This design comes from an exercise in tuning for a short achievable clock period and few clock cycles on the open sky130 flow, not from production work.
RTL that was checked went through simulation tests only; none was proved equivalent to the original.
The RTL of runs 1 to 3 was laid out without a check of its function.
Power and IR drop assume default switching activity.

==> design/flow/design.v <==
module ks_add32(
    input [31:0] a,
    input [31:0] b,
    input cin,
    output [31:0] s
    );
    wire [31:0] p0 = a ^ b;
    wire [31:0] g0 = (a & b);
    wire [31:0] gi = {g0[31:1], g0[0] | (p0[0] & cin)};
    wire [31:0] g1, p1, g2, p2, g3, p3, g4, p4, g5;
    genvar i;
    generate
        for (i = 0; i < 32; i = i + 1) begin : lv
            if (i >= 1)  begin : a1 assign g1[i] = gi[i] | (p0[i] & gi[i-1]); assign p1[i] = p0[i] & p0[i-1]; end
            else         begin : b1 assign g1[i] = gi[i]; assign p1[i] = p0[i]; end
            if (i >= 2)  begin : a2 assign g2[i] = g1[i] | (p1[i] & g1[i-2]); assign p2[i] = p1[i] & p1[i-2]; end
            else         begin : b2 assign g2[i] = g1[i]; assign p2[i] = p1[i]; end
            if (i >= 4)  begin : a3 assign g3[i] = g2[i] | (p2[i] & g2[i-4]); assign p3[i] = p2[i] & p2[i-4]; end
            else         begin : b3 assign g3[i] = g2[i]; assign p3[i] = p2[i]; end
            if (i >= 8)  begin : a4 assign g4[i] = g3[i] | (p3[i] & g3[i-8]); assign p4[i] = p3[i] & p3[i-8]; end
            else         begin : b4 assign g4[i] = g3[i]; assign p4[i] = p3[i]; end
            if (i >= 16) begin : a5 assign g5[i] = g4[i] | (p4[i] & g4[i-16]); end
            else         begin : b5 assign g5[i] = g4[i]; end
        end
    endgenerate
    assign s = p0 ^ {g5[30:0], cin};
endmodule
module cmp_lt32s(
    input [31:0] a,
    input [31:0] b,
    output lt
    );
    wire [31:0] ua = {~a[31], a[30:0]};
    wire [31:0] ub = {~b[31], b[30:0]};
    wire [31:0] l0 = ~ua & ub;           
    wire [31:0] e0 = ~(ua ^ ub);         
    wire [15:0] l1, e1;
    wire [7:0]  l2, e2;
    wire [3:0]  l3, e3;
    wire [1:0]  l4, e4;
    genvar i;
    generate
        for (i = 0; i < 16; i = i + 1) begin : c1
            assign l1[i] = l0[2*i+1] | (e0[2*i+1] & l0[2*i]);
            assign e1[i] = e0[2*i+1] & e0[2*i];
        end
        for (i = 0; i < 8; i = i + 1) begin : c2
            assign l2[i] = l1[2*i+1] | (e1[2*i+1] & l1[2*i]);
            assign e2[i] = e1[2*i+1] & e1[2*i];
        end
        for (i = 0; i < 4; i = i + 1) begin : c3
            assign l3[i] = l2[2*i+1] | (e2[2*i+1] & l2[2*i]);
            assign e3[i] = e2[2*i+1] & e2[2*i];
        end
        for (i = 0; i < 2; i = i + 1) begin : c4
            assign l4[i] = l3[2*i+1] | (e3[2*i+1] & l3[2*i]);
            assign e4[i] = e3[2*i+1] & e3[2*i];
        end
    endgenerate
    assign lt = l4[1] | (e4[1] & l4[0]);
endmodule
module pipelined_cpu(
    input clk,
    input rst_n,
    output [15:0]imem_addr,
    input [31:0]imem_rdata,
    output [15:0]dmem_addr,
    output dmem_we,
    output [31:0]dmem_wdata,
    input [31:0]dmem_rdata,
    output debug_wb_have_inst,
    output [31:0]debug_wb_pc,
    output debug_wb_ena,
    output [4:0]debug_wb_reg,
    output [31:0]debug_wb_value
    );
    integer j;
    reg [31:0] pc_f_n;
    reg [15:0] imem_q;
    reg [31:0] m_res_n;
    reg [15:0] dmem_q;
    wire [31:0] pc_f = ~pc_f_n;
    wire [31:0] m_res = ~m_res_n;
    reg [32*32-1:0] rfv;        
    reg        bt_v   [0:15];
    reg [11:0] bt_tag [0:15];
    reg [15:0] bt_tgt [0:15];
    reg        bt_jal [0:15];
    reg [1:0]  bt_ctr [0:15];
    reg        e_valid, e_squash;
    reg [31:0] e_pc, e_link, e_timm;
    reg [31:0] e_a, e_b, e_sd;
    reg [4:0]  e_sh;            
    reg        e_sd_late, e_a_late, e_b_late;
    reg        e_wen, e_ld, e_st, e_br, e_jal, e_jalr, e_pred, e_bhit;
    reg        e_beq, e_bne, e_blt, e_bge;
    reg [4:0]  e_rd;
    reg        e_s_add, e_s_sub, e_s_and, e_s_or, e_s_xor, e_s_sll, e_s_srl, e_s_sra, e_s_b, e_s_link;
    reg        m_valid, m_wen, m_ld, m_st, m_br, m_jal, m_taken, m_bhit, m_bok;
    reg [31:0] m_pc, m_sd, m_tgt;
    reg [4:0]  m_rd;
    reg        w_valid, w_wen;
    reg [31:0] w_pc, w_val;
    reg [4:0]  w_rd;
    wire [15:0] bsel = 16'd1 << pc_f[5:2];
    reg [15:0] bt_match, bt_take;
    reg [15:0] pred_tgt;
    always @* begin
        pred_tgt = 16'd0;
        for (j = 0; j < 16; j = j + 1) begin
            bt_match[j] = bsel[j] & bt_v[j] & (bt_tag[j] == pc_f[17:6]);
            bt_take[j] = bt_match[j] & (bt_jal[j] | bt_ctr[j][1]);
            pred_tgt = pred_tgt | ({16{bsel[j]}} & bt_tgt[j]);
        end
    end
    wire lowpc = pc_f[31:18] == 14'd0;
    wire bt_hit = (|bt_match) & lowpc;
    wire pred_t = (|bt_take) & lowpc;
    wire [31:0] pc_inc = pc_f + 32'd4;
    wire [31:0] fd_next = pred_t ? {14'd0, pred_tgt, 2'b00} : pc_inc;
    wire [31:0] inst = imem_rdata;
    wire [6:0] opc = inst[6:0];
    wire is_r    = opc == 7'b0110011;
    wire is_i    = opc == 7'b0010011;
    wire is_ld   = opc == 7'b0000011;
    wire is_st   = opc == 7'b0100011;
    wire is_br   = opc == 7'b1100011;
    wire is_lui  = opc == 7'b0110111;
    wire is_jal  = opc == 7'b1101111;
    wire is_jalr = opc == 7'b1100111;
    wire [2:0] f3 = inst[14:12];
    wire [4:0] rs1 = inst[19:15];
    wire [4:0] rs2 = inst[24:20];
    wire [4:0] rd  = inst[11:7];
    wire alu_op = is_r | is_i;
    wire is_sh = alu_op & (f3 == 3'b001 || f3 == 3'b101);
    wire [31:0] imm_i = {{20{inst[31]}}, inst[31:20]};
    wire [31:0] imm_s = {{20{inst[31]}}, inst[31:25], inst[11:7]};
    wire [31:0] imm_b = {{19{inst[31]}}, inst[31], inst[7], inst[30:25], inst[11:8], 1'b0};
    wire [31:0] imm_u = {inst[31:12], 12'b0};
    wire [31:0] imm_j = {{11{inst[31]}}, inst[31], inst[19:12], inst[20], inst[30:21], 1'b0};
    wire use_a  = is_r | is_i | is_ld | is_st | is_br | is_jalr;
    wire b_reg  = is_r | is_br;
    wire wen    = is_r | is_i | is_ld | is_lui | is_jal | is_jalr;
    wire [31:0] imm_op = is_st ? imm_s : is_lui ? imm_u : imm_i;
    wire e_v = e_valid & ~e_squash;
    wire [31:0] A = e_a;
    wire [31:0] B = e_b;
    wire [31:0] LA = e_a_late ? dmem_rdata : e_a;
    wire [31:0] LB = e_b_late ? dmem_rdata : e_b;
    wire [31:0] SD = e_sd_late ? dmem_rdata : e_sd;
    wire [31:0] sum, diff;
    ks_add32 u_add(.a(LA), .b(LB), .cin(1'b0), .s(sum));
    ks_add32 u_sub(.a(LA), .b(~LB), .cin(1'b1), .s(diff));
    wire [31:0] sll_r = A << e_sh;
    wire [31:0] srl_r = A >> e_sh;
    wire [31:0] sra_r = $signed(A) >>> e_sh;
    wire [31:0] tgt_sum = e_pc + e_timm;
    wire [31:0] r_and = LA & LB;
    wire [31:0] r_or  = LA | LB;
    wire [31:0] r_xor = LA ^ LB;
    wire [31:0] e_result =
          ({32{e_s_add}}  & sum)
        | ({32{e_s_sub}}  & diff)
        | ({32{e_s_and}}  & r_and)
        | ({32{e_s_or}}   & r_or)
        | ({32{e_s_xor}}  & r_xor)
        | ({32{e_s_sll}}  & sll_r)
        | ({32{e_s_srl}}  & srl_r)
        | ({32{e_s_sra}}  & sra_r)
        | ({32{e_s_b}}    & B)
        | ({32{e_s_link}} & e_link);
    wire [31:0] m_val = m_ld ? dmem_rdata : m_res;
    wire e_fw = e_v & e_wen;
    wire e_m1 = e_fw & (e_rd == rs1) & (rs1 != 5'd0);
    wire e_m2 = e_fw & (e_rd == rs2) & (rs2 != 5'd0);
    wire m_m1 = m_wen & (m_rd == rs1) & (rs1 != 5'd0);
    wire m_m2 = m_wen & (m_rd == rs2) & (rs2 != 5'd0);
    wire e1_alu = e_m1 & ~e_ld;
    wire e2_alu = e_m2 & ~e_ld;
    wire late_ok = ~(is_br | is_jalr | is_sh);
    wire stall = e_ld & ((use_a & e_m1) | (b_reg & e_m2)) & ~late_ok;
    wire [31:0] rf1 = rfv[32*rs1 +: 32];
    wire [31:0] rf2 = rfv[32*rs2 +: 32];
    wire nz1 = rs1 != 5'd0;
    wire nz2 = rs2 != 5'd0;
    wire a_e  = e1_alu;
    wire a_m  = ~e_m1 & m_m1;
    wire a_rf = use_a & ~e_m1 & ~m_m1 & nz1;
    wire b_e  = b_reg & e2_alu;
    wire b_m  = b_reg & ~e_m2 & m_m2;
    wire b_rf = b_reg & ~e_m2 & ~m_m2 & nz2;
    wire b_im = ~b_reg;
    wire s_e  = e2_alu;
    wire s_m  = ~e_m2 & m_m2;
    wire s_rf = ~e_m2 & ~m_m2 & nz2;
    wire h_e  = is_sh & is_r & e2_alu;
    wire h_m  = is_sh & is_r & ~e_m2 & m_m2;
    wire h_rf = is_sh & is_r & ~e_m2 & ~m_m2 & nz2;
    wire h_im = is_sh & is_i;
    function [31:0] fwd_e;
        input g;
        begin
            fwd_e = ({32{g & e_s_add}}  & sum)
                  | ({32{g & e_s_sub}}  & diff)
                  | ({32{g & e_s_and}}  & r_and)
                  | ({32{g & e_s_or}}   & r_or)
                  | ({32{g & e_s_xor}}  & r_xor)
                  | ({32{g & e_s_sll}}  & sll_r)
                  | ({32{g & e_s_srl}}  & srl_r)
                  | ({32{g & e_s_sra}}  & sra_r)
                  | ({32{g & e_s_b}}    & B)
                  | ({32{g & e_s_link}} & e_link);
        end
    endfunction
    wire [31:0] fe_a = fwd_e(a_e);
    wire [31:0] fe_b = fwd_e(b_e);
    wire [31:0] fe_s = fwd_e(s_e);
    wire [31:0] fe_h = fwd_e(h_e);
    wire [31:0] a_next  = fe_a | ({32{a_m}} & m_val) | ({32{a_rf}} & rf1);
    wire [31:0] b_next  = fe_b | ({32{b_m}} & m_val) | ({32{b_rf}} & rf2) | ({32{b_im}} & imm_op);
    wire [31:0] sd_next = fe_s | ({32{s_m}} & m_val) | ({32{s_rf}} & rf2);
    wire [4:0]  sh_next = fe_h[4:0] | ({5{h_m}} & m_val[4:0]) | ({5{h_rf}} & rf2[4:0]) | ({5{h_im}} & inst[24:20]);
    wire eq = A == B;
    wire lt;
    cmp_lt32s u_lt(.a(A), .b(B), .lt(lt));
    wire taken = (e_beq & eq) | (e_bne & ~eq) | (e_blt & lt) | (e_bge & ~lt);
    wire go = e_jal | (e_br & taken);           
    wire mispred = e_v & (e_jalr | (go != e_pred));
    wire [31:0] seq_next = stall ? pc_f : fd_next;
    wire [31:0] br_t = e_pred ? seq_next : tgt_sum;
    wire [31:0] br_n = e_pred ? e_link : seq_next;
    wire [31:0] nb_next = ~e_v ? seq_next :
                          e_jalr ? {sum[31:1], 1'b0} :
                          e_jal ? (e_pred ? seq_next : tgt_sum) :
                          e_pred ? e_link : seq_next;
    wire e_brv = e_v & e_br;
    wire [31:0] pc_next = e_brv ? (taken ? br_t : br_n) : nb_next;
    always @(posedge clk or negedge rst_n) begin
        if (!rst_n) begin
            pc_f_n <= 32'hffffffff;
            imem_q <= 16'd0;
        end else begin
            pc_f_n <= ~pc_next;
            imem_q <= pc_next[17:2];
        end
    end
    wire [15:0] usel = 16'd1 << m_pc[5:2];
    wire u_go = m_jal | (m_br & m_taken);
    wire u_alloc = u_go & m_bok & ~m_bhit;
    wire u_cnt = m_br & m_bhit;
    always @(posedge clk or negedge rst_n) begin
        if (!rst_n) begin
            for (j = 0; j < 16; j = j + 1) bt_v[j] <= 1'b0;
        end else begin
            for (j = 0; j < 16; j = j + 1)
                if (u_alloc & usel[j]) bt_v[j] <= 1'b1;
        end
    end
    always @(posedge clk) begin
        for (j = 0; j < 16; j = j + 1) begin
            if (u_alloc & usel[j]) begin
                bt_tag[j] <= m_pc[17:6];
                bt_tgt[j] <= m_tgt[17:2];
                bt_jal[j] <= m_jal;
                bt_ctr[j] <= 2'b10;
            end else if (u_cnt & usel[j]) begin
                if (m_taken) begin
                    if (bt_ctr[j] != 2'b11) bt_ctr[j] <= bt_ctr[j] + 2'd1;
                end else begin
                    if (bt_ctr[j] != 2'b00) bt_ctr[j] <= bt_ctr[j] - 2'd1;
                end
            end
        end
    end
    always @(posedge clk or negedge rst_n) begin
        if (!rst_n) begin
            e_valid <= 1'b0; e_squash <= 1'b0; e_sd_late <= 1'b0; e_a_late <= 1'b0; e_b_late <= 1'b0;
            e_wen <= 1'b0; e_ld <= 1'b0; e_st <= 1'b0; e_br <= 1'b0; e_jal <= 1'b0; e_jalr <= 1'b0;
            e_pred <= 1'b0; e_bhit <= 1'b0; e_rd <= 5'd0;
            e_beq <= 1'b0; e_bne <= 1'b0; e_blt <= 1'b0; e_bge <= 1'b0;
            e_s_add <= 1'b0; e_s_sub <= 1'b0; e_s_and <= 1'b0; e_s_or <= 1'b0; e_s_xor <= 1'b0;
            e_s_sll <= 1'b0; e_s_srl <= 1'b0; e_s_sra <= 1'b0; e_s_b <= 1'b0; e_s_link <= 1'b0;
        end else begin
            e_valid <= 1'b1;
            e_squash <= mispred | stall;
            e_sd_late <= e_m2 & e_ld;
            e_a_late <= use_a & e_m1 & e_ld;
            e_b_late <= b_reg & e_m2 & e_ld;
            e_wen <= wen; e_ld <= is_ld; e_st <= is_st; e_br <= is_br; e_jal <= is_jal; e_jalr <= is_jalr;
            e_pred <= pred_t; e_bhit <= bt_hit;
            e_rd <= rd;
            e_beq <= is_br & f3 == 3'b000;
            e_bne <= is_br & f3 == 3'b001;
            e_blt <= is_br & f3 == 3'b100;
            e_bge <= is_br & f3 == 3'b101;
            e_s_add <= is_ld | is_st | (alu_op & f3 == 3'b000 & ~(is_r & inst[30]));
            e_s_sub <= is_r & f3 == 3'b000 & inst[30];
            e_s_and <= alu_op & f3 == 3'b111;
            e_s_or  <= alu_op & f3 == 3'b110;
            e_s_xor <= alu_op & f3 == 3'b100;
            e_s_sll <= alu_op & f3 == 3'b001;
            e_s_srl <= alu_op & f3 == 3'b101 & ~inst[30];
            e_s_sra <= alu_op & f3 == 3'b101 & inst[30];
            e_s_b   <= is_lui;
            e_s_link <= is_jal | is_jalr;
        end
    end
    always @(posedge clk) begin
        e_pc <= pc_f;
        e_link <= pc_inc;
        e_timm <= is_jal ? imm_j : imm_b;
        e_a  <= a_next;
        e_b  <= b_next;
        e_sd <= sd_next;
        e_sh <= sh_next;
    end
    always @(posedge clk or negedge rst_n) begin
        if (!rst_n) begin
            m_valid <= 1'b0; m_wen <= 1'b0; m_ld <= 1'b0; m_st <= 1'b0; m_br <= 1'b0; m_jal <= 1'b0;
            m_taken <= 1'b0; m_bhit <= 1'b0; m_bok <= 1'b0; m_rd <= 5'd0;
        end else begin
            m_valid <= e_v;
            m_wen <= e_v & e_wen;
            m_ld <= e_v & e_ld;
            m_st <= e_v & e_st;
            m_br <= e_v & e_br;
            m_jal <= e_v & e_jal;
            m_taken <= taken;
            m_bhit <= e_bhit;
            m_bok <= (e_pc[31:18] == 14'd0) & (tgt_sum[31:18] == 14'd0);
            m_rd <= e_rd;
        end
    end
    always @(posedge clk) begin
        m_pc <= e_pc;
        m_res_n <= ~e_result;
        dmem_q <= e_result[17:2];
        m_sd <= SD;
        m_tgt <= tgt_sum;
    end
    wire [31:0] decw = 32'd1 << m_rd;
    always @(posedge clk) begin
        for (j = 1; j < 32; j = j + 1)
            if (m_wen && decw[j])
                rfv[32*j +: 32] <= m_val;
    end
    always @(posedge clk or negedge rst_n) begin
        if (!rst_n) begin
            w_valid <= 1'b0; w_wen <= 1'b0; w_rd <= 5'd0;
        end else begin
            w_valid <= m_valid;
            w_wen <= m_wen;
            w_rd <= m_rd;
        end
    end
    always @(posedge clk) begin
        w_pc <= m_pc;
        w_val <= m_val;
    end
    assign imem_addr = imem_q;
    assign dmem_addr = dmem_q;
    assign dmem_we = m_st;
    assign dmem_wdata = m_sd;
    assign debug_wb_have_inst = w_valid;
    assign debug_wb_pc = w_pc;
    assign debug_wb_ena = w_wen;
    assign debug_wb_reg = w_rd;
    assign debug_wb_value = w_val;
endmodule
==> design/flow/flow/run.sh <==
#!/bin/bash
# Standard layout, with timing repair aimed at a tighter setup margin.
set -euo pipefail
bash standard.sh SETUP_SLACK_MARGIN=6.5 finish > standard_flow.log 2>&1
==> design/flow/standard.sh <==
#!/bin/bash
# synth_recipe.tcl (not shown) runs the flow's synth.tcl, then flattens the netlist and writes it again
# the make line also repeats each setting of config.mk as NAME=value (left out here)
make -C /OpenROAD-flow-scripts/flow DESIGN_CONFIG=/design/flow/config.mk WORK_HOME=/design/flow/orfs CLKGATE_MAP_FILE= SYNTH_SCRIPT=/design/flow/synth_recipe.tcl "${@:-finish}"
==> design/flow/config.mk <==
export PLATFORM = sky130hd
export DESIGN_NAME = pipelined_cpu
export DESIGN_NICKNAME = pipelined_cpu
export VERILOG_FILES = /design/flow/design.v
export SDC_FILE = /design/flow/constraint.sdc
export NUM_CORES = 8
export LEC_CHECK = 0
export CAP_MARGIN = 20
export CORE_MARGIN = 2
export CORE_UTILIZATION = 40
export SLEW_MARGIN = 20
==> design/flow/constraint.sdc <==
create_clock -name core_clock -period 9.0 [get_ports {clk}]
set_input_delay 1.8000 -clock core_clock [delete_from_list [all_inputs] [get_ports {clk}]]
set_output_delay 1.8000 -clock core_clock [all_outputs]
set_load 0.01 [all_outputs]
==> impl_metrics.csv, run 1 <==
group,metric,value,unit
sta,maxSlewViolCount,0,
drt,drtAntennaViolNets,0,
global_route,grt_overflow,0,
clocking,cts_hold_buffers,0,
drt,dr.pass1.iters,6,
clocking,numClockSinks,1980,
synthesis,ys_warn_count,38,
die,start_util,40.3,%
drt,avgRoutedWirePerCell,35.8,microns
sta,post-route-period-util,48.2,%
sta,rsz0062_at_grt,"true",
layout,nets,7670,
synthesis,avgSynthCellArea,14.1,sq um
global_route,first_global_vias,67200,
die,die_y,494,microns
synthesis,synth_edf_count,1456,
hold_path,hold_depth,0,
layout,nFillCells,19800,
sta,finalHoldViolations,0,
hold_path,min_to,"w_pc[22]",
global_route,grt_max_degree,68,
synthesis,synthFlopType,"edfxtp_1",
setup_path,critical_path_class,"in -> reg",
synthesis,async_flop_share,5.91,%
sta,slew_headroom,21.2,%
clocking,clk_pin_slew_worst_paths,0.07,ns
setup_path,r2r-end,"e_a[27]",
clocking,insertion_delay,0.90,ns
power_and_ir_drop,p_per_area,212,nW/um^2
sta,fin_ws,4.66,ns
setup_path,rr_startpoint,"e_b_late",
synthesis,synth_seq_cells,1980,
setup_path,r2r_cells,21,
status,status,"complete, no violations",
global_route,antenna_found_initial,23,
setup_path,crit_arrival,5.11,ns
setup_path,ff2ff_setup_slack,4.72,ns
sta,period_needed,4.34,ns
setup_path,cp_max_fo,4,
layout,areaGrowthSynthToFinish,26.2,%
sta,final.setup.tns,0,ns
synthesis,synth_cell_type_count,97,
die,die_area,244000,sq um
synthesis,syn_inst,6822,
placement,pre_cts_slack,2.67,ns
global_route,track_usage,31.0,%
drt,vias,70100,
synthesis,syn_area,96000,sq um
clocking,h-tree-depth,4,
clocking,numCtsBuffers,211,
sta,finalClockSkew,0.0727,ns
power_and_ir_drop,ir_drop,179,uV
die,row_count,179,
placement,gp_congestion,0.993,
drt,drc,0,
global_route,grt_first_pass_wirelength,533000,microns
power_and_ir_drop,leakage,0.0423,uW
hold_path,hp-start,"m_pc[22]",
die,core_area,238000,sq um
sta,setup_violations,0,
placement,port-buffer-count,201,
clocking,cts_buffer_depth,3,
setup_path,cp-end-kind,"flip-flop",
drt,drt_iter0_drc,9628,
synthesis,ys_seq_area_share,57.1,%
hold_path,hold_path_class,"reg -> reg",
die,io-pin-count,202,
setup_path,worst_setup_path_start_kind,"primary input",
die,die_w,494,microns
sta,worst_slew_pin_slew,1.17,ns
setup_path,worst-endpoint-required,9.77,ns
clocking,clockRootBuffer,"clkbuf_16",
flow_run,drv_cap,0,
layout,drive_gt1_share,37.9,%
clocking,cts_tree,"yes",
synthesis,syn_nets,7060,
sta,max_freq,230,MHz
placement,hpwl,236000,microns
drt,routed_wl,387000,microns
drt,drt-vias-per-instance,6.49,
-- cells in the mapped netlist, types with 73 or more instances --
cell	instances	area share [%]
nand2_1	302	1.2
a221oi_1	102	0.93
mux2i_1	213	2.2
nor3_1	104	0.54
mux2_2	120	1.4
ha_1	169	2.2
a22oi_1	76	0.59
o21ai_0	239	1.2
mux4_2	618	14
a21oi_1	306	1.6
inv_1	275	1.1
xnor2_1	233	2.1
edfxtp_1	1456	46
nand4_1	78	0.51
a22o_1	73	0.67
buf_1	74	0.29
clkbuf_1	296	1.2
nor2_1	358	1.4
dfxtp_1	407	8.5
xor2_1	78	0.71
dfrtp_1	85	2.2
buf_2	73	0.38
-- placed cells by master (no fill, tap or decap), drive strengths merged, types with 34 or more instances in the layout --
master and count:
a211oi 53, a21o 44, a21oi 307, a221oi 102
a22o 73, a22oi 76, and2 41, and3 34
buf 798, clkbuf 283, clkinv 82, dfrtp 85
dfxtp 407, edfxtp 1456, ha 169, inv 283
mux2 120, mux2i 213, mux4 618, nand2 302
nand3 70, nand4 78, nor2 362, nor3 105
nor4 72, o21a 69, o21ai 252, o22ai 62
or2 37, xnor2 234, xor2 78
-- cells by family (layout without fill, tap and decap cells) --
family	count (synthesis)	in the layout	synth area share (%)
DFF	1980	1980	57.1
AOI/OAI and AO/OA	1376	1376	9.88
and+or+nand+nor	1291	1296	6.72
muxes	951	951	18.1
buffers and inverters	739	1534	3.02
xor gates and xnor gates	312	312	2.85
adders and majority gates	172	172	2.27
other	1	15	0.00391
-- through the flow --
stage / hold WS (ns) / total power (uW) / std cells / utilization [%] / instance area [sq um]
3_5_place_dp: 0.314 / 15400 / 9891 / 43.2 / 103000
5_1_grt: 0.305 / 26400 / 10800 / 50.8 / 121000
4_1_cts: 0.305 / 25400 / 10700 / 49.8 / 119000
2_1_floorplan: 0.310 / 13500 / 6822 / - / 98500
3_3_place_gp: 0.313 / 15400 / 9889 / 43.2 / 103000
6_report: 0.306 / 25700 / 10800 / 50.8 / 121000
-- critical path, stage by stage --
cell	delay, ns
buf_12	0.12
mux2i_4	0.15
inv_2	0.07
buf_4	0.14
ha_4	0.16
buf_6	0.13
a211oi_4	0.29
o21ai_2	0.14
a21o_4	0.25
o21ai_4	0.24
buf_6	0.14
buf_6	0.09
buf_6	0.09
a21oi_4	0.07
buf_6	0.12
nor2_4	0.15
inv_2	0.05
a221o_1	0.39
a221oi_4	0.27
buf_6	0.17
o21ai_2	0.05
-- worst max-delay path by stage --
| stage | to | slack [ns] | startpoint |
|---|---|---|---|
| 3_5_place_dp | pc_f_n[25] | 2.67 | imem_rdata[5] |
| 3_3_place_gp | pc_f_n[25] | 2.68 | imem_rdata[5] |
| 2_1_floorplan | e_b[28] | 4.27 | dmem_rdata[0] |
| 6_report | e_a[27] | 4.66 | dmem_rdata[0] |
| 5_1_grt | e_a[27] | 4.68 | dmem_rdata[0] |
| 4_1_cts | e_a[24] | 4.85 | dmem_rdata[0] |
-- final cells by class --
cell class	instances	area, sq um	area share (%)
Multi-Input combinational cell	4108	43700	36.1
Antenna cell	14	35.0	0.0289
Sequential cell	1980	55100	45.5
Timing Repair inverter	1	11.3	0.00929
Clock inverter	126	1600	1.32
Tap cell	3167	3960	3.27
Timing Repair Buffer	844	9700	8.01
Clock buffer	277	5840	4.82
Inverter	286	1160	0.958
-- registers in the layout, summed over array words and instances, names as in the netlist, 20 cells and up --
register  flops
rfv         992
bt_tag      192
e_timm       20
pc_f_n       32
m_pc         31
m_res_n      32
e_link       32
w_val        32
w_pc         32
e_sd         32
bt_ctr       32
e_b          32
bt_tgt      256
m_sd         32
e_a          32
e_pc         30
-- what timing repair did --
item,in CTS,in global routing
gates resized for setup,1860,319
cloned,44,2
buffers inserted,324,125
setup endpoints to repair,2533,1367
pin swaps,282,185
-- report_power, final --
group	switching [uW]	leakage, uW	internal, uW
Clock	3850	0.00362	5430
Sequential	733	0.0180	10500
Combinational	3060	0.0206	2110
-- layer usage --
layer / up-vias / GRT usage [%] / wire length, microns
met5: - / 0 / 61
met4: 10 / 17.0 / 24900
met3: 973 / 6.16 / 38600
met2: 4532 / 48.5 / 178000
met1: 36400 / 40.7 / 145000
li1: 28200 / - / -
==> inputs of run 2 (changes only) <==
--- a/design/flow/design.v
+++ b/design/flow/design.v
@@ -151,6 +151,6 @@
     wire [31:0] SD = e_sd_late ? dmem_rdata : e_sd;
     wire [31:0] sum, diff;
-    ks_add32 u_add(.a(LA), .b(LB), .cin(1'b0), .s(sum));
-    ks_add32 u_sub(.a(LA), .b(~LB), .cin(1'b1), .s(diff));
+    ks_add32 u_add(.a(A), .b(B), .cin(1'b0), .s(sum));
+    ks_add32 u_sub(.a(A), .b(~B), .cin(1'b1), .s(diff));
     wire [31:0] sll_r = A << e_sh;
     wire [31:0] srl_r = A >> e_sh;
@@ -179,5 +179,5 @@
     wire e1_alu = e_m1 & ~e_ld;
     wire e2_alu = e_m2 & ~e_ld;
-    wire late_ok = ~(is_br | is_jalr | is_sh);
+    wire late_ok = alu_op & (f3 == 3'b100 || f3 == 3'b110 || f3 == 3'b111);
     wire stall = e_ld & ((use_a & e_m1) | (b_reg & e_m2)) & ~late_ok;
     wire [31:0] rf1 = rfv[32*rs1 +: 32];
==> impl_metrics.csv, run 2 <==
group,metric,value,unit
status,status,"complete, no violations",
clocking,h-tree-depth,4,
placement,port-buffer-count,201,
power_and_ir_drop,ir_drop,181,uV
setup_path,cp-end-kind,"flip-flop",
layout,mostFrequentLayoutCells,"1456 x edfxtp_1, 630 x mux4_2, 525 x buf_4",
synthesis,synth_most_common_cell,"edfxtp_1",
hold_path,hold_path_class,"reg -> reg",
die,die_w,496,microns
synthesis,synth_top_area_share,45.1,%
synthesis,synthTopCellsByCount,"1456 x edfxtp_1, 630 x mux4_2, 428 x nand2_1",
sta,finalClockSkew,0.0818,ns
global_route,track_usage,32.6,%
setup_path,timing.critical_path.from,"pc_f_n[3]",
drt,routed_wl,412000,microns
synthesis,synth.area.top_cells,"edfxtp_1 45%, mux4_2 15%, dfxtp_1 8.4%",
drt,dr.pass1.iters,10,
synthesis,synth_edf_count,1456,
layout,largest_reg_flops,992,
setup_path,cp_max_fo,5,
synthesis,syn_area,96900,sq um
sta,slew_headroom,20.5,%
global_route,grt_overflow,0,
setup_path,r2r_cells,17,
synthesis,avgSynthCellArea,13.9,sq um
layout,finalNonFillerCells,11300,
layout,top_register,"rfv",
setup_path,worst-endpoint-required,9.75,ns
clocking,cts_buffer_depth,3,
die,start_util,40.2,%
drt,vias,73800,
drt,drc,0,
placement,placedCellCount,10000,
drt,drt_iter0_drc,10200,
setup_path,cp-endpoint,"imem_q[1]",
layout,multiInputGateArea,46100,sq um
global_route,antenna_found_initial,33,
global_route,first_global_vias,70300,
setup_path,crit_arrival,4.47,ns
setup_path,rr_startpoint,"pc_f_n[3]",
sta,period_needed,3.73,ns
power_and_ir_drop,p_per_area,197,nW/um^2
clocking,numClockSinks,1980,
sta,worst_slew_pin_slew,1.19,ns
setup_path,slowest_delay,0.67,ns
power_and_ir_drop,leakage,0.0451,uW
clocking,clk_pin_slew_worst_paths,0.06,ns
synthesis,synth_top_area_cell,"edfxtp_1",
layout,nFillCells,19200,
synthesis,async_flop_share,5.91,%
synthesis,synth_cell_type_count,113,
setup_path,critical_path_class,"reg -> reg",
synthesis,synthFlopType,"edfxtp_1",
synthesis,synth_seq_cells,1980,
sta,max_freq,268,MHz
flow_run,drv_cap,0,
global_route,grt_max_degree,74,
clocking,clockRootBuffer,"clkbuf_16",
sta,rsz0062_at_grt,"true",
sta,maxSlewViolCount,0,
clocking,cts_tree,"yes",
die,io-pin-count,202,
synthesis,syn_inst,6945,
sta,final.setup.tns,0,ns
die,core_area,241000,sq um
setup_path,cp_slowest_cell,"dfstp_2",
sta,hold_ws,0.325,ns
die,row_count,180,
setup_path,r2r-end,"imem_q[1]",
synthesis,ys_warn_count,38,
synthesis,ys_seq_area_share,56.6,%
setup_path,worst_setup_path_start_kind,"flip-flop",
layout,final_common_cell,"edfxtp_1",
clocking,insertion_delay,0.91,ns
placement,gp_congestion,0.965,
layout,drive_gt1_share,41.4,%
die,die_area,246000,sq um
synthesis,syn_nets,7208,
layout,seq_area,55200,sq um
sta,setup_violations,0,
sta,post-route-period-util,41.4,%
placement,hpwl,237000,microns
setup_path,path_cells,"inv_4, ha_4, and3b_2, buf_12, nand4_1, buf_6, or4_4, nand4_1, nor4_4, buf_4, nor2_4, buf_12, buf_4, mux2i_2, nor3_2, o22ai_2, a311o_1",
layout,reg.largest.list,"rfv x992, bt_tgt x256, bt_tag x192",
drt,avgRoutedWirePerCell,36.5,microns
layout,areaGrowthSynthToFinish,31.5,%
setup_path,ff2ff_setup_slack,5.27,ns
drt,drtAntennaViolNets,0,
clocking,numCtsBuffers,204,
sta,finalHoldViolations,0,
layout,nets,8149,
layout,post-route-util,52.9,%
die,die_y,496,microns
drt,drt-vias-per-instance,6.54,
global_route,grt_first_pass_wirelength,561000,microns
==> run 2: power breakdown <==
part / switching, uW / internal [uW]
Combinational: 3050 / 2140
Clock: 3800 / 4900
Sequential: 813 / 10500
Total: 7660 / 17500
==> run 2: cell type report <==
type,instances,area share (%)
Tap cell,3185,3.13
Timing Repair inverter,1,0.00884
Sequential cell,1980,43.3
Clock inverter,105,0.915
Clock buffer,283,4.47
Inverter,285,1.10
Timing Repair Buffer,1164,10.8
Multi-Input combinational cell,4250,36.2
Antenna cell,23,0.0452
==> run 2: worst min-delay path by stage <==
stage              from        to  cells after the start  slack [ns]
3_3_place_gp   m_pc[29]  w_pc[29]                      0        0.31
5_1_grt        m_pc[31]  w_pc[31]                      0        0.33
6_report       m_pc[30]  w_pc[30]                      0        0.32
2_1_floorplan  m_tgt[0]   w_pc[0]                      0        0.31
3_5_place_dp   m_pc[27]  w_pc[27]                      0        0.31
4_1_cts        m_pc[27]  w_pc[27]                      0        0.33
==> run 2: routing by layer <==
metal / share of wire (%) / global-route usage (%) / vias up
met2: 45 / 49.8 / 5248
met5: 0.021 / 0 / -
met3: 12 / 8.39 / 1136
met4: 7.2 / 19.1 / 12
met1: 36 / 41.9 / 38100
li1: - / - / 29300
==> run 2: cells by family after synthesis <==
logic type      synth area share [%]
compound gates                  9.87
fa+ha+maj                       2.57
other cells                  0.00387
flops                           56.6
buf+inv                         3.14
mux                             17.8
xor+xnor                        2.73
simple gates                    7.26
==> run 2: through the flow <==
step                      power, uW  cell area [sq um]  worst slack (ns)
after global placement        15100             104000              2.57
after floorplan               13300              99400              4.95
after CTS                     24800             124000              5.43
after detailed placement      15100             104000              2.53
final                         25200             127000              5.27
after global routing          25700             127000              5.23
==> run 2: critical path: cells and delay by family, from the launching register on <==
family          cells  cell delay, ns
flops               1            0.67
fa+ha+maj           1            0.17
buf+inv             6            0.87
compound gates      2            0.42
simple gates        7            1.26
mux                 1            0.17
==> run 2: repair_timing <==
action	in CTS	in global routing
resized for setup	2137	364
gates cloned	103	9
setup endpoints to repair	2847	1025
hold buffers	0	0
buffers inserted	572	144
pin swaps	381	232
hold endpoints to repair	0	0
==> inputs of run 3 (changes only) <==
==> design/flow/run.sh (new file) <==
#!/bin/bash
# synth_recipe.tcl (not shown) runs the flow's synth.tcl, then flattens the netlist and writes it again
# the make line also repeats each setting of config.mk as NAME=value (left out here)
make -C /OpenROAD-flow-scripts/flow DESIGN_CONFIG=/design/flow/config.mk WORK_HOME=/design/flow/orfs CLKGATE_MAP_FILE= SYNTH_SCRIPT=/design/flow/synth_recipe.tcl finish
--- a/design/flow/config.mk
+++ b/design/flow/config.mk
@@ -9,3 +9,4 @@
 export CORE_MARGIN = 2
 export CORE_UTILIZATION = 40
+export SETUP_SLACK_MARGIN = 5
 export SLEW_MARGIN = 20
removed: design/flow/flow/run.sh
removed: design/flow/standard.sh
==> impl_metrics.csv, run 3 <==
group,metric,value,unit
synthesis,synth_edf_count,1456,
global_route,antenna_found_initial,27,
status,status,"complete, no violations",
synthesis,ys_warn_count,38,
die,die_area,246000,sq um
die,io-pin-count,202,
placement,post_dp_cell_area,103000,sq um
layout,nets,7404,
synthesis,ys_seq_area_share,56.6,%
drt,wl_met2,162000,microns
layout,reg.largest.list,"rfv x992, bt_tgt x256, bt_tag x192",
layout,areaGrowthSynthToFinish,16.3,%
sta,period_needed,4.06,ns
clocking,cts_buffer_depth,3,
power_and_ir_drop,ir_drop,188,uV
clocking,numCtsBuffers,204,
die,row_count,180,
setup_path,crit_arrival,4.81,ns
setup_path,worst_setup_path_start_kind,"primary input",
layout,final_common_cell,"edfxtp_1",
layout,top_register,"rfv",
die,start_util,40.2,%
layout,finalNonFillerCells,10500,
sta,finalHoldViolations,0,
layout,post-route-util,46.8,%
setup_path,slowest_delay,0.67,ns
synthesis,synth.area.top_cells,"edfxtp_1 45%, mux4_2 15%, dfxtp_1 8.4%",
global_route,track_usage,28.2,%
sta,post-route-period-util,45.1,%
layout,nFillCells,20700,
drt,drt-vias-per-instance,6.36,
drt,drc,0,
drt,drtAntennaViolNets,0,
layout,multiInputGateArea,40800,sq um
sta,worst_slew_pin_slew,1.15,ns
placement,gp_congestion,0.989,
setup_path,path_cells,"clkdlybuf4s50_1, nand2_1, o21a_1, ha_1, a21oi_1, nand2_1, a221oi_1, o211ai_1, inv_1, o21ai_0, a22o_1",
flow_run,drv_cap,0,
synthesis,synth_seq_cells,1980,
drt,vias,66900,
synthesis,synthFlopType,"edfxtp_1",
drt,routed_wl,355000,microns
hold_path,hold_path_class,"reg -> reg",
synthesis,syn_nets,7208,
sta,max_freq,246,MHz
drt,avgRoutedWirePerCell,33.7,microns
drt,dr_wl_met3,30900,microns
clocking,numClockSinks,1980,
synthesis,synth_cell_type_count,113,
clocking,clockRootBuffer,"clkbuf_16",
sta,rsz0062_at_grt,"true",
synthesis,syn_inst,6945,
global_route,grt_max_degree,90,
setup_path,cp-end-kind,"flip-flop",
sta,slew_headroom,23.4,%
layout,seq_area,54900,sq um
power_and_ir_drop,p_per_area,211,nW/um^2
sta,final.setup.tns,0,ns
synthesis,synthTopCellsByCount,"1456 x edfxtp_1, 630 x mux4_2, 428 x nand2_1",
global_route,grt_first_pass_wirelength,494000,microns
layout,stdcell_area,113000,sq um
setup_path,worst-endpoint-required,9.75,ns
drt,dr.pass1.iters,6,
setup_path,crit_top_cell,"nand2_1",
placement,port-buffer-count,201,
synthesis,synth_top_area_cell,"edfxtp_1",
synthesis,synth_top_area_share,45.1,%
sta,maxSlewViolCount,0,
die,die_y,496,microns
drt,drt_iter0_drc,8803,
drt,routed.top_layer,"met5",
clocking,insertion_delay,0.90,ns
setup_path,critical_path_class,"in -> reg",
power_and_ir_drop,leakage,0.0388,uW
synthesis,syn_area,96900,sq um
layout,drive_gt1_share,22.7,%
clocking,cts_tree,"yes",
layout,mostFrequentLayoutCells,"1456 x edfxtp_1, 630 x mux4_2, 423 x nand2_1",
setup_path,cp_slowest_cell,"clkdlybuf4s50_1",
layout,largest_reg_flops,992,
global_route,grt_overflow,0,
synthesis,async_flop_share,5.91,%
placement,hpwl,233000,microns
global_route,first_global_vias,65000,
die,die_w,496,microns
clocking,clk_pin_slew_worst_paths,0.06,ns
setup_path,cp_max_fo,4,
drt,met1Wirelength,137000,microns
die,core_area,241000,sq um
sta,finalClockSkew,0.100,ns
sta,setup_violations,0,
placement,placedCellCount,10100,
synthesis,avgSynthCellArea,13.9,sq um
synthesis,synth_most_common_cell,"edfxtp_1",
clocking,h-tree-depth,4,
## run 3: cell families after synthesis
| kind of cell | count (synthesis) | synth area share, % |
|---|---|---|
| AOI/OAI and AO/OA | 1364 | 9.87 |
| xor gates and xnor gates | 301 | 2.73 |
| adders and majority gates | 197 | 2.57 |
| buffers and inverters | 746 | 3.14 |
| DFF | 1980 | 56.6 |
| muxes | 928 | 17.8 |
| other | 1 | 0.00387 |
| and+or+nand+nor | 1428 | 7.26 |
## run 3: final timing paths
kind,start,slack [ns],cells past startpoint,end
min reg2reg,m_pc[24],0.33,0,w_pc[24]
max in group asynchronous,rst_n,6.48,2,m_ld
min in group asynchronous,rst_n,0.91,1,bt_v[5]
max reg2reg,e_a[11],5.00,12,e_b[18]
min,m_pc[24],0.33,0,w_pc[24]
max,dmem_rdata[6],4.94,11,e_b[6]
## run 3: repair_timing
| item | in CTS | in global routing |
|---|---|---|
| setup buffers | 22 | 21 |
| resized for setup | 219 | 124 |
| hold buffers | 0 | 0 |
| setup endpoints to repair | 181 | 114 |
| pin swaps | 22 | 22 |
| cloned | 5 | 6 |
## run 3: final cells by class
cell class | instances | share of cell area, %
diodes | 6 | 0.0133
clock buffers | 284 | 5.00
clock inverters | 105 | 1.13
inverters | 285 | 0.954
multi-input cells | 4220 | 36.2
flip-flops and latches | 1980 | 48.8
well taps | 3185 | 3.54
repair buffers | 450 | 4.40
## run 3: metrics by stage
stage	hold WS [ns]	total power [uW]	worst slack [ns]
final	0.325	23800	4.94
after floorplan	0.310	13200	4.95
after CTS	0.326	23700	5.00
after global placement	0.313	15000	3.27
after detailed placement	0.312	15100	3.17
after global routing	0.330	24500	4.92
## run 3: per-layer routing
| layer | vias up | global-route usage, % |
|---|---|---|
| met2 | 3812 | 43.9 |
| met5 | - | 0 |
| met3 | 861 | 5.10 |
| met4 | 6 | 16.6 |
| li1 | 27700 | - |
| met1 | 34600 | 36.9 |
## run 3: power by group
group          internal [uW]  switching, uW
registers              10500            813
clock network           4930           3720
logic                   1480           2400
## run 3: critical path, delay by kind of cell
kind	cells	cell delay [ns]
buf+inv	2	0.91
compound gates	6	1.55
fa+ha+maj	1	0.29
simple gates	2	0.23
==> inputs of run 4 (changes only) <==
--- a/design/flow/design.v
+++ b/design/flow/design.v
@@ -103,5 +103,5 @@
     reg [31:0] w_pc, w_val;
     reg [4:0]  w_rd;
-    wire [15:0] bsel = 16'd1 << pc_f[5:2];
+    wire [15:0] bsel = 16'd1 << imem_q[3:0];
     reg [15:0] bt_match, bt_take;
     reg [15:0] pred_tgt;
@@ -109,5 +109,5 @@
         pred_tgt = 16'd0;
         for (j = 0; j < 16; j = j + 1) begin
-            bt_match[j] = bsel[j] & bt_v[j] & (bt_tag[j] == pc_f[17:6]);
+            bt_match[j] = bsel[j] & bt_v[j] & (bt_tag[j] == imem_q[15:4]);
             bt_take[j] = bt_match[j] & (bt_jal[j] | bt_ctr[j][1]);
             pred_tgt = pred_tgt | ({16{bsel[j]}} & bt_tgt[j]);
@@ -118,5 +118,4 @@
     wire pred_t = (|bt_take) & lowpc;
     wire [31:0] pc_inc = pc_f + 32'd4;
-    wire [31:0] fd_next = pred_t ? {14'd0, pred_tgt, 2'b00} : pc_inc;
     wire [31:0] inst = imem_rdata;
     wire [6:0] opc = inst[6:0];
@@ -228,13 +227,17 @@
     wire go = e_jal | (e_br & taken);           
     wire mispred = e_v & (e_jalr | (go != e_pred));
-    wire [31:0] seq_next = stall ? pc_f : fd_next;
-    wire [31:0] br_t = e_pred ? seq_next : tgt_sum;
-    wire [31:0] br_n = e_pred ? e_link : seq_next;
-    wire [31:0] nb_next = ~e_v ? seq_next :
-                          e_jalr ? {sum[31:1], 1'b0} :
-                          e_jal ? (e_pred ? seq_next : tgt_sum) :
-                          e_pred ? e_link : seq_next;
-    wire e_brv = e_v & e_br;
-    wire [31:0] pc_next = e_brv ? (taken ? br_t : br_n) : nb_next;
+    wire sel_btgt = e_v & ~e_pred & (e_jal | (e_br & taken));           
+    wire sel_link = e_v & e_pred & ~e_jal & ~(e_br & taken);            
+    wire sel_jalr = e_v & e_jalr;
+    wire fd_sel = ~(sel_btgt | sel_link | sel_jalr);
+    wire sel_hold = fd_sel & stall;
+    wire sel_ptgt = fd_sel & ~stall & pred_t;
+    wire sel_inc  = fd_sel & ~stall & ~pred_t;
+    wire [31:0] pc_next = ({32{sel_btgt}} & tgt_sum)
+                        | ({32{sel_link}} & e_link)
+                        | ({32{sel_jalr}} & {sum[31:1], 1'b0})
+                        | ({32{sel_hold}} & pc_f)
+                        | ({32{sel_ptgt}} & {14'd0, pred_tgt, 2'b00})
+                        | ({32{sel_inc}}  & pc_inc);
     always @(posedge clk or negedge rst_n) begin
         if (!rst_n) begin
==> design/flow/flow/run.sh (new file) <==
#!/bin/bash
# Standard layout, with timing repair aimed at a tighter setup margin.
set -euo pipefail
bash standard.sh SETUP_SLACK_MARGIN=6.5 finish > standard_flow.log 2>&1
==> design/flow/standard.sh (new file) <==
#!/bin/bash
# synth_recipe.tcl (not shown) runs the flow's synth.tcl, then flattens the netlist and writes it again
# the make line also repeats each setting of config.mk as NAME=value (left out here)
make -C /OpenROAD-flow-scripts/flow DESIGN_CONFIG=/design/flow/config.mk WORK_HOME=/design/flow/orfs CLKGATE_MAP_FILE= SYNTH_SCRIPT=/design/flow/synth_recipe.tcl "${@:-finish}"
--- a/design/flow/config.mk
+++ b/design/flow/config.mk
@@ -9,4 +9,3 @@
 export CORE_MARGIN = 2
 export CORE_UTILIZATION = 40
-export SETUP_SLACK_MARGIN = 5
 export SLEW_MARGIN = 20
removed: design/flow/run.sh
==> impl_metrics.csv, run 4 <==
group,metric,value,unit
status,status,"complete, no violations",
layout,largest_reg_flops,992,
setup_path,cp-end-kind,"flip-flop",
sta,max_freq,283,MHz
synthesis,synth_most_common_cell,"edfxtp_1",
global_route,grt_first_pass_wirelength,543000,microns
synthesis,syn_area,95500,sq um
drt,vias,71500,
synthesis,synth.area.top_cells,"edfxtp_1 46%, mux4_2 15%, dfxtp_1 8.5%",
layout,reg.largest.list,"rfv x992, bt_tgt x256, bt_tag x192",
synthesis,synth_top_area_share,45.8,%
power_and_ir_drop,ir_drop,196,uV
drt,drt_iter0_drc,10200,
clocking,numCtsBuffers,206,
synthesis,synth_seq_cells,1980,
power_and_ir_drop,leakage,0.0439,uW
drt,dr.pass1.iters,10,
drt,drtAntennaViolNets,0,
sta,maxSlewViolCount,0,
die,core_area,238000,sq um
synthesis,avgSynthCellArea,14.3,sq um
drt,drc,0,
sta,worst_slew_pin_slew,1.22,ns
synthesis,syn_inst,6686,
setup_path,cp_top_family,"simple AND/OR/NAND/NOR gates",
sta,setup_violations,0,
flow_run,drv_cap,0,
synthesis,synthTopCellsByCount,"1456 x edfxtp_1, 634 x mux4_2, 407 x dfxtp_1",
global_route,first_global_vias,67500,
clocking,numClockSinks,1980,
clocking,cts_tree,"yes",
die,start_util,40.2,%
die,io-pin-count,202,
clocking,cts_buffer_depth,3,
drt,routed_wl,401000,microns
sta,period_needed,3.53,ns
synthesis,synthFlopType,"edfxtp_1",
setup_path,cp_max_fo,6,
sta,hold_ws,0.326,ns
sta,finalHoldViolations,0,
setup_path,cp_slowest_cell,"a2111o_1",
die,die_y,493,microns
setup_path,worst-endpoint-required,9.84,ns
setup_path,crit_top_cell,"nor3_4",
layout,nets,7867,
setup_path,critical_path_class,"reg -> reg",
synthesis,syn_nets,6952,
global_route,antenna_found_initial,33,
drt,drt-vias-per-instance,6.52,
setup_path,path_cells,"buf_12, clkinvlp_4, ha_4, nand4_1, nor3_4, a31oi_2, or3_4, nor3_4, o31a_4, buf_6, nand2b_2, a31oi_1, a2111o_1, a21oi_2",
global_route,grt_overflow,0,
layout,final_common_cell,"edfxtp_1",
sta,post-route-period-util,39.2,%
die,die_w,493,microns
layout,post-route-util,52.7,%
clocking,clk_pin_slew_worst_paths,0.06,ns
setup_path,ff2ff_setup_slack,5.47,ns
sta,slew_headroom,18.7,%
placement,gp_congestion,0.987,
hold_path,hold_depth,0,
synthesis,ys_seq_area_share,57.4,%
setup_path,path_buf_inv,3,
synthesis,synth_top_area_cell,"edfxtp_1",
global_route,grt_max_degree,66,
clocking,clockRootBuffer,"clkbuf_16",
hold_path,min_to,"w_pc[1]",
global_route,track_usage,31.9,%
synthesis,async_flop_share,5.91,%
layout,areaGrowthSynthToFinish,31.2,%
synthesis,synth_edf_count,1456,
layout,top_register,"rfv",
sta,rsz0062_at_grt,"true",
setup_path,worst_setup_path_start_kind,"flip-flop",
power_and_ir_drop,p_per_area,198,nW/um^2
setup_path,r2r_cells,14,
die,row_count,179,
setup_path,rr_startpoint,"e_a[30]",
drt,avgRoutedWirePerCell,36.6,microns
synthesis,ys_warn_count,38,
die,die_area,243000,sq um
sta,finalClockSkew,0.0896,ns
clocking,h-tree-depth,4,
hold_path,hold_path_class,"reg -> reg",
setup_path,slowest_delay,0.44,ns
placement,port-buffer-count,201,
sta,final.setup.tns,0,ns
clocking,insertion_delay,0.91,ns
layout,mostFrequentLayoutCells,"1456 x edfxtp_1, 634 x mux4_2, 476 x buf_4",
setup_path,crit_arrival,4.36,ns
hold_path,hp-start,"m_pc[1]",
layout,drive_gt1_share,41.1,%
placement,hpwl,221000,microns
setup_path,r2r-end,"pc_f_n[28]",
synthesis,synth_cell_type_count,115,
==> run 4: cell types whose count changed after synthesis, sizes merged, moves of 16 or more <==
cell / before / now
o21ai: 250 / 199
nand2: 428 / 376
nor3: 96 / 70
clkbuf: 280 / 241
nor4: 73 / 57
a22o: 41 / 69
mux2i: 223 / 171
a21oi: 300 / 263
==> run 4: cell type report <==
| class | instances | area (sq um) |
|---|---|---|
| Timing Repair Buffer | 1107 | 13600 |
| Tap cell | 3167 | 3960 |
| Fill cell | 19200 | 112000 |
| Timing Repair inverter | 1 | 7.51 |
| Clock inverter | 117 | 1310 |
| Sequential cell | 1980 | 55100 |
| Clock buffer | 271 | 5640 |
| Inverter | 289 | 1330 |
| Multi-Input combinational cell | 4016 | 44200 |
| Antenna cell | 20 | 50.0 |
==> run 4: power by group <==
group,switching [uW],internal [uW]
clock network,3820,4910
logic,2880,2070
registers,682,10500
total,7380,17500
==> run 4: what timing repair did <==
action	4_1_cts	5_1_grt
gates resized for setup	2064	365
setup buffers	468	187
pin swaps	263	247
cloned	104	13
hold buffers	0	0
setup endpoints to repair	2656	1381
==> run 4: cells by family (layout without fill, tap and decap cells) <==
| kind of cell | after synthesis | count (layout) | share of synthesized area [%] |
|---|---|---|---|
| XOR/XNOR | 298 | 298 | 2.73 |
| flip-flops | 1980 | 1980 | 57.4 |
| other | 1 | 21 | 0.00393 |
| adder cells (fa/ha/maj) | 200 | 200 | 2.64 |
| multiplexers | 886 | 912 | 17.7 |
| AND/OR/NAND/NOR | 1328 | 1333 | 6.84 |
| AO/OA/AOI/OAI | 1271 | 1272 | 9.55 |
| buffers and inverters | 722 | 1785 | 3.08 |
==> run 4: worst reg2reg max path, delay by kind of cell (launching register included) <==
| family | cells | cell delay [ns] |
|---|---|---|
| flops | 1 | 0.34 |
| buf+inv | 3 | 0.41 |
| simple gates | 5 | 1.36 |
| fa+ha+maj | 1 | 0.32 |
| compound gates | 5 | 1.06 |
==> run 4: worst max-delay path by stage <==
| stage | from | to | slack (ns) | depth (start not counted) |
|---|---|---|---|---|
| 3_5_place_dp | imem_rdata[20] | e_b[30] | 3.44 | 9 |
| 2_1_floorplan | imem_rdata[20] | e_b[7] | 5.06 | 9 |
| 3_3_place_gp | dmem_rdata[13] | e_b[13] | 3.44 | 13 |
| 4_1_cts | e_a[30] | imem_q[5] | 5.46 | 14 |
| 5_1_grt | e_a[11] | e_b[27] | 5.43 | 14 |
| 6_report | e_a[30] | pc_f_n[28] | 5.47 | 14 |
==> run 4: routing by layer <==
layer | GRT usage [%] | vias up | wire length [microns]
met5 | 0 | - | 27
li1 | - | 28300 | -
met4 | 19.7 | 4 | 29300
met1 | 40.8 | 36800 | 143000
met2 | 48.7 | 5213 | 181000
met3 | 8.47 | 1140 | 47600
==> run 4: stage by stage <==
step | cells | power (uW) | worst slack, ns | area (sq um)
after floorplan | 6686 | 13200 | 5.06 | 97700
after global placement | 9784 | 14900 | 3.44 | 103000
after detailed placement | 9784 | 14900 | 3.44 | 103000
after CTS | 10700 | 24500 | 5.46 | 122000
after global routing | 11000 | 25400 | 5.43 | 125000
final | 11000 | 24800 | 5.47 | 125000
Testbench counts of run 4, summed over its fixed seeds: cycles 89,268.
==> inputs of run 5 (changes only) <==
==> design/flow/run.sh (new file) <==
#!/bin/bash
# synth_recipe.tcl (not shown) runs the flow's synth.tcl, then flattens the netlist and writes it again
# the make line also repeats each setting of config.mk as NAME=value (left out here)
make -C /OpenROAD-flow-scripts/flow DESIGN_CONFIG=/design/flow/config.mk WORK_HOME=/design/flow/orfs CLKGATE_MAP_FILE= SYNTH_SCRIPT=/design/flow/synth_recipe.tcl finish
--- a/design/flow/config.mk
+++ b/design/flow/config.mk
@@ -9,3 +9,4 @@
 export CORE_MARGIN = 2
 export CORE_UTILIZATION = 40
+export SETUP_SLACK_MARGIN = 5
 export SLEW_MARGIN = 20
removed: design/flow/flow/run.sh
removed: design/flow/standard.sh
==> impl_metrics.csv, run 5 <==
group,metric,value,unit
die,die_y,493,microns
layout,reg.largest.list,"rfv x992, bt_tgt x256, bt_tag x192",
placement,port-buffer-count,201,
synthesis,synth_most_common_cell,"edfxtp_1",
layout,drive_gt1_share,23.6,%
global_route,track_usage,27.4,%
setup_path,crit_arrival,4.78,ns
synthesis,synth_top_area_cell,"edfxtp_1",
synthesis,syn_inst,6686,
sta,max_freq,247,MHz
drt,drt_iter0_drc,7559,
drt,routed_wl,340000,microns
sta,maxSlewViolCount,0,
status,status,"complete, no violations",
die,die_w,493,microns
global_route,grt_first_pass_wirelength,476000,microns
sta,period_needed,4.05,ns
clocking,h-tree-depth,4,
drt,drt-vias-per-instance,6.24,
layout,final_common_cell,"edfxtp_1",
synthesis,synth_seq_cells,1980,
sta,post-route-period-util,45.0,%
layout,areaGrowthSynthToFinish,16.5,%
clocking,insertion_delay,0.92,ns
synthesis,ys_warn_count,38,
layout,nFillCells,20400,
hold_path,hold_path_class,"reg -> reg",
setup_path,cp_max_fo,11,
clocking,numCtsBuffers,201,
drt,avgRoutedWirePerCell,33.1,microns
clocking,cts_buffer_depth,3,
synthesis,synth_edf_count,1456,
global_route,first_global_vias,62700,
setup_path,worst-endpoint-required,9.74,ns
synthesis,syn_nets,6952,
layout,mostFrequentLayoutCells,"1456 x edfxtp_1, 634 x mux4_2, 386 x dfxtp_1",
synthesis,synth_cell_type_count,115,
sta,final.setup.tns,0,ns
setup_path,ff2ff_setup_slack,4.95,ns
synthesis,synthTopCellsByCount,"1456 x edfxtp_1, 634 x mux4_2, 407 x dfxtp_1",
clocking,clk_pin_slew_worst_paths,0.07,ns
synthesis,ys_seq_area_share,57.4,%
layout,nets,7187,
power_and_ir_drop,ir_drop,227,uV
global_route,antenna_found_initial,27,
drt,vias,64100,
die,row_count,179,
clocking,clockRootBuffer,"clkbuf_16",
sta,worst_slew_pin_slew,1.18,ns
drt,drtAntennaViolNets,0,
die,io-pin-count,202,
placement,gp_congestion,1.02,
die,die_area,243000,sq um
sta,slew_headroom,20.9,%
drt,dr.pass1.iters,7,
sta,hold_ws,0.324,ns
setup_path,critical_path_class,"reg -> reg",
synthesis,synth.area.top_cells,"edfxtp_1 46%, mux4_2 15%, dfxtp_1 8.5%",
clocking,numClockSinks,1980,
die,core_area,238000,sq um
power_and_ir_drop,p_per_area,210,nW/um^2
layout,top_register,"rfv",
sta,rsz0062_at_grt,"true",
layout,finalNonFillerCells,10300,
synthesis,synth_top_area_share,45.8,%
setup_path,worst_setup_path_start_kind,"flip-flop",
layout,largest_reg_flops,992,
synthesis,async_flop_share,5.91,%
drt,drc,0,
global_route,grt_max_degree,96,
synthesis,syn_area,95500,sq um
flow_run,drv_cap,0,
synthesis,avgSynthCellArea,14.3,sq um
placement,hpwl,223000,microns
die,start_util,40.2,%
placement,placedCellCount,9803,
sta,finalHoldViolations,0,
global_route,grt_overflow,0,
setup_path,cp-end-kind,"flip-flop",
synthesis,synthFlopType,"edfxtp_1",
clocking,cts_tree,"yes",
power_and_ir_drop,leakage,0.0380,uW
sta,finalClockSkew,0.0796,ns
sta,setup_violations,0,
-- run 5: cell counts after synthesis --
No cell type changed its count.
-- run 5: power by group --
group | internal (uW) | leakage [uW] | total (uW) | switching (uW)
sequential | 10500 | 0.0181 | 11100 | 602
clock | 4760 | 0.00324 | 8450 | 3690
combinational | 1470 | 0.0167 | 3880 | 2410
total | 16700 | 0.0380 | 23400 | 6700
-- run 5: final timing paths --
kind                           from        to  depth (start not counted)
min reg2reg                m_pc[27]  w_pc[27]                          0
max                         e_a[13]   e_b[21]                         14
max in group asynchronous     rst_n      m_ld                          2
max reg2reg                 e_a[13]   e_b[21]                         14
min in group asynchronous     rst_n  bt_v[10]                          1
min                        m_pc[27]  w_pc[27]                          0
-- run 5: area by class of cell --
| class | count | area, sq um | area share [%] |
|---|---|---|---|
| Antenna cell | 11 | 27.5 | 0.0247 |
| Tap cell | 3167 | 3960 | 3.56 |
| Timing Repair Buffer | 465 | 4970 | 4.47 |
| Clock buffer | 279 | 5520 | 4.96 |
| Sequential cell | 1980 | 54900 | 49.4 |
| Multi-Input combinational cell | 3984 | 39600 | 35.6 |
| Inverter | 289 | 1080 | 0.975 |
| Clock inverter | 96 | 1170 | 1.05 |
-- run 5: per-stage QoR --
stage	setup slack [ns]	utilization [%]	power, uW	cell area (sq um)
after floorplan	4.95	-	13100	95700
after global placement	3.15	42.9	14800	102000
after detailed placement	3.17	42.9	14900	102000
after CTS	4.95	46.3	23400	110000
after global routing	4.92	46.8	24100	111000
final	4.95	46.8	23400	111000
-- run 5: per-layer routing --
metal	global-route usage, %	share of wire [%]	up-vias
li1	-	-	26700
met2	44.6	48	3291
met4	15.0	6.3	2
met5	0	0.0032	-
met3	4.58	8.0	746
met1	35.1	38	33300
-- run 5: kinds of logic after synthesis --
| kind of cell | count (synthesis) | synth area share [%] |
|---|---|---|
| AOI/OAI and AO/OA | 1271 | 9.55 |
| xor gates and xnor gates | 298 | 2.73 |
| adders and majority gates | 200 | 2.64 |
| buffers and inverters | 722 | 3.08 |
| DFF | 1980 | 57.4 |
| muxes | 886 | 17.7 |
| other | 1 | 0.00393 |
| and+or+nand+nor | 1328 | 6.84 |
-- run 5: critical path: stages, from the launching register on --
cell and delay (ns):
dfxtp_1 0.31, buf_4 0.25, inv_1 0.13, ha_4 0.40
nand2_1 0.23, nor2_1 0.22, nand4_1 0.28, a41oi_1 0.38
o21a_1 0.22, or2_1 0.22, mux2_2 0.38, a221oi_4 0.25
buf_4 0.19, o221ai_1 0.22, o21a_1 0.24
-- run 5: timing repair --
action	4_1_cts	5_1_grt
hold buffers	0	0
cloned	6	2
endpoints found under the setup margin	190	108
pin swaps	18	23
hold endpoints to repair	0	0
setup buffers	30	29
resized for setup	229	109
==> inputs of run 6 (changes only) <==
==> design/flow/flow/run.sh (new file) <==
#!/bin/bash
# Standard layout with two changes: ABC maps the logic against a delay target
# (flow/abc_speed.script replaces ORFS's), and timing repair aims at a tighter
# setup margin. Everything else is ORFS's own scripts, copied unchanged.
set -euo pipefail
rm -rf scripts_mod
cp -r "$FLOW_HOME/scripts" scripts_mod
cp flow/abc_speed.script scripts_mod/abc_speed.script
bash standard.sh SCRIPTS_DIR="$PWD/scripts_mod" SETUP_SLACK_MARGIN=6.5 finish > standard_flow.log 2>&1
==> design/flow/flow/abc_speed.script (new file) <==
strash
dch -f
map -D 1500
buffer -p
upsize -D 1500
dnsize -D 1500
stime -p
==> design/flow/standard.sh (new file) <==
#!/bin/bash
# synth_recipe.tcl (not shown) runs the flow's synth.tcl, then flattens the netlist and writes it again
# the make line also repeats each setting of config.mk as NAME=value (left out here)
make -C /OpenROAD-flow-scripts/flow DESIGN_CONFIG=/design/flow/config.mk WORK_HOME=/design/flow/orfs CLKGATE_MAP_FILE= SYNTH_SCRIPT=/design/flow/synth_recipe.tcl "${@:-finish}"
--- a/design/flow/config.mk
+++ b/design/flow/config.mk
@@ -9,4 +9,3 @@
 export CORE_MARGIN = 2
 export CORE_UTILIZATION = 40
-export SETUP_SLACK_MARGIN = 5
 export SLEW_MARGIN = 20
removed: design/flow/run.sh
==> impl_metrics.csv, run 6 <==
group,metric,value,unit
status,status,"complete, no violations",
drt,drt_iter0_drc,16000,
layout,areaGrowthSynthToFinish,35.5,%
sta,rsz0062_at_grt,"true",
hold_path,hold_path_class,"reg -> reg",
sta,maxSlewViolCount,0,
setup_path,ff2ff_setup_slack,5.57,ns
synthesis,synthFlopType,"edfxtp_1",
hold_path,hp-start,"m_pc[21]",
synthesis,syn_nets,10600,
synthesis,avgSynthCellArea,9.49,sq um
drt,drc,0,
layout,mostFrequentLayoutCells,"1809 x nand2_1, 1456 x edfxtp_1, 712 x inv_1",
sta,hold_ws,0.324,ns
global_route,first_global_vias,88000,
synthesis,synth_top_area_share,44.6,%
die,die_area,249000,sq um
setup_path,rr_startpoint,"e_b[23]",
power_and_ir_drop,swShare,32.4,%
setup_path,cp_max_fo,22,
die,die_w,499,microns
layout,reg.largest.list,"rfv x992, bt_tgt x256, bt_tag x192",
synthesis,synthTopCellsByCount,"2014 x nand2_1, 1456 x edfxtp_1, 1103 x o21ai_0",
power_and_ir_drop,p_per_area,200,nW/um^2
drt,drtAntennaViolNets,0,
placement,port-buffer-count,201,
synthesis,syn_inst,10300,
clocking,cts_tree,"yes",
clocking,clk_pin_slew_worst_paths,0.06,ns
layout,drive_gt1_share,29.1,%
drt,dr.pass1.iters,9,
drt,routed_wl,508000,microns
synthesis,syn_area,98000,sq um
sta,finalClockSkew,0.0895,ns
placement,gp_congestion,1.04,
die,die_y,499,microns
synthesis,ys_seq_area_share,56.0,%
synthesis,ys_warn_count,38,
global_route,grt_max_degree,99,
die,io-pin-count,202,
clocking,insertion_delay,0.91,ns
clocking,cts_hold_buffers,0,
synthesis,synth.area.top_cells,"edfxtp_1 45%, dfxtp_1 8.3%, nand2_1 7.7%",
clocking,numClockSinks,1980,
layout,largest_reg_flops,992,
die,start_util,40.2,%
layout,top_register,"rfv",
hold_path,hold_depth,0,
synthesis,synth_edf_count,1456,
sta,post-route-period-util,38.7,%
synthesis,synth_seq_cells,1980,
power_and_ir_drop,clockPowerShare,36.0,%
die,core_area,243000,sq um
global_route,grt_overflow,0,
power_and_ir_drop,intPower,17900,uW
sta,worst_slew_pin_slew,1.19,ns
global_route,antenna_found_initial,52,
global_route,track_usage,38.5,%
synthesis,synth_cell_type_count,82,
sta,setup_violations,0,
power_and_ir_drop,power_switching,8590,uW
setup_path,worst-endpoint-required,9.75,ns
hold_path,min_to,"w_pc[21]",
power_and_ir_drop,leakage,0.0496,uW
flow_run,drv_cap,0,
die,row_count,181,
setup_path,worst_setup_path_start_kind,"primary input",
sta,period_needed,3.48,ns
setup_path,critical_path_class,"in -> reg",
placement,hpwl,283000,microns
setup_path,crit_arrival,4.23,ns
layout,nets,11400,
layout,final_common_cell,"nand2_1",
setup_path,timing.critical_path.from,"imem_rdata[16]",
clocking,cts_buffer_depth,3,
drt,drt-vias-per-instance,6.58,
synthesis,synth_most_common_cell,"nand2_1",
power_and_ir_drop,ir_drop,198,uV
setup_path,cp-end-kind,"flip-flop",
clocking,numCtsBuffers,215,
power_and_ir_drop,p_comb_share,21.4,%
clocking,clockRootBuffer,"clkbuf_16",
synthesis,async_flop_share,5.91,%
drt,avgRoutedWirePerCell,34.9,microns
synthesis,synth_top_area_cell,"edfxtp_1",
sta,finalHoldViolations,0,
sta,final.setup.tns,0,ns
clocking,h-tree-depth,4,
global_route,grt_first_pass_wirelength,681000,microns
sta,slew_headroom,20.4,%
setup_path,r2r_cells,18,
setup_path,r2r-end,"pc_f_n[8]",
drt,vias,95800,
sta,max_freq,287,MHz
power_and_ir_drop,p_seq_share,42.6,%
-- run 6: cell types whose count changed after synthesis, moves of 189 or more --
cell | previous run | this run
nand2_1 | 376 | 2014
o21ai_0 | 166 | 1103
mux4_2 | 634 | 0
a21oi_1 | 261 | 849
inv_1 | 280 | 794
clkbuf_1 | 241 | 581
nor2_1 | 382 | 686
o211ai_1 | 37 | 235
nand3_1 | 94 | 285
xnor2_1 | 215 | 26
-- run 6: layout make-up --
class                   count  area [sq um]
repair buffers           1234         15500
diodes                     25          62.6
flip-flops and latches   1980         55100
well taps                3202          4010
clock inverters           124          1680
multi-input cells        6849         46200
inverters                 826          3580
clock buffers             283          5970
repair inverters           35           573
fillers                 20400        111000
-- run 6: cells by family after synthesis --
| family | after synthesis | share of synthesized area (%) |
|---|---|---|
| mux | 53 | 0.582 |
| simple gates | 3291 | 13.7 |
| fa+ha+maj | 200 | 2.58 |
| other cells | 1 | 0.00383 |
| compound gates | 3174 | 20.2 |
| flops | 1980 | 56.0 |
| buf+inv | 1499 | 5.85 |
| xor+xnor | 122 | 1.09 |
-- run 6: worst max-delay path by stage --
stage / to / slack [ns] / depth (start not counted)
floorplan: e_b[3] / 5.53 / 11
global placement: e_a[23] / 2.98 / 10
detailed placement: e_a[26] / 2.95 / 10
CTS: imem_addr[15] / 5.57 / 2
global route: e_b[12] / 5.54 / 13
finish: e_a[26] / 5.52 / 9
-- run 6: per-stage QoR --
stage / power, uW / util (%) / std cells / area [sq um] / setup slack (ns)
after global placement: 15500 / 43.0 / 13300 / 105000 / 2.98
after detailed placement: 15500 / 43.1 / 13300 / 105000 / 2.95
after global routing: 27100 / 54.5 / 14500 / 133000 / 5.54
final: 26500 / 54.5 / 14600 / 133000 / 5.52
after floorplan: 13400 / - / 10300 / 101000 / 5.53
after CTS: 25900 / 52.4 / 14300 / 127000 / 5.57
-- run 6: critical path: stages --
cell	delay, ns
buf_16	0.16
buf_4	0.19
inv_8	0.07
bufbuf_16	0.31
a32o_1	0.26
a221o_2	0.48
a211oi_4	0.62
a221oi_2	0.10
o21ai_2	0.20
-- run 6: timing repair --
action / 4_1_cts / 5_1_grt
setup endpoints to repair: 1745 / 761
gates resized for setup: 2631 / 755
pin swaps: 410 / 366
gates cloned: 130 / 35
buffers inserted: 512 / 191
-- run 6: metal layers --
layer / part of all wire (%) / GRT usage [%] / up-vias
met1: 35 / 48.3 / 46400
met3: 14 / 10.9 / 2287
met2: 42 / 56.6 / 8244
met4: 9.3 / 28.0 / 24
met5: 0.091 / 0 / -
li1: - / - / 38900
-- run 6: power by group through the flow --
stage	registers (uW)	logic, uW	clock network, uW
after floorplan	11100	2320	0
after global placement	11400	4060	0
after detailed placement	11500	4070	0
after CTS	11300	5080	9530
after global routing	11300	5820	9900
final	11300	5680	9540

-- separate check: timing with driven ports --
How much do the figures lean on ideal ports? The routed layouts below were timed once more, with nothing changed but the port constraints.
Step 1: set_driving_cell puts a clkbuf_16 on clk and a buf_2 on each other input, an assumption about the parent block.
Step 2, shift: input delay + t, output delay - t, t = (earliest + latest rising clock arrival at the registers) / 2. This alone moves slack from input paths to output paths.
a / b / c = ideal ports / drivers / drivers and shift; a / b = the first two.
run	t (ns)	setup WS [ns]
run 1	0.960	4.660 / 4.593 / 3.633
run 2	0.961	5.274 / 4.984 / 4.024
run 3	0.943	4.940 / 4.845 / 3.902
run 4	0.951	5.472 / 5.135 / 4.184
run 5	0.963	4.954 / 4.954 / 4.013
run 6	0.977	5.518 / 5.251 / 4.275
After both steps every run listed still meets setup and hold.
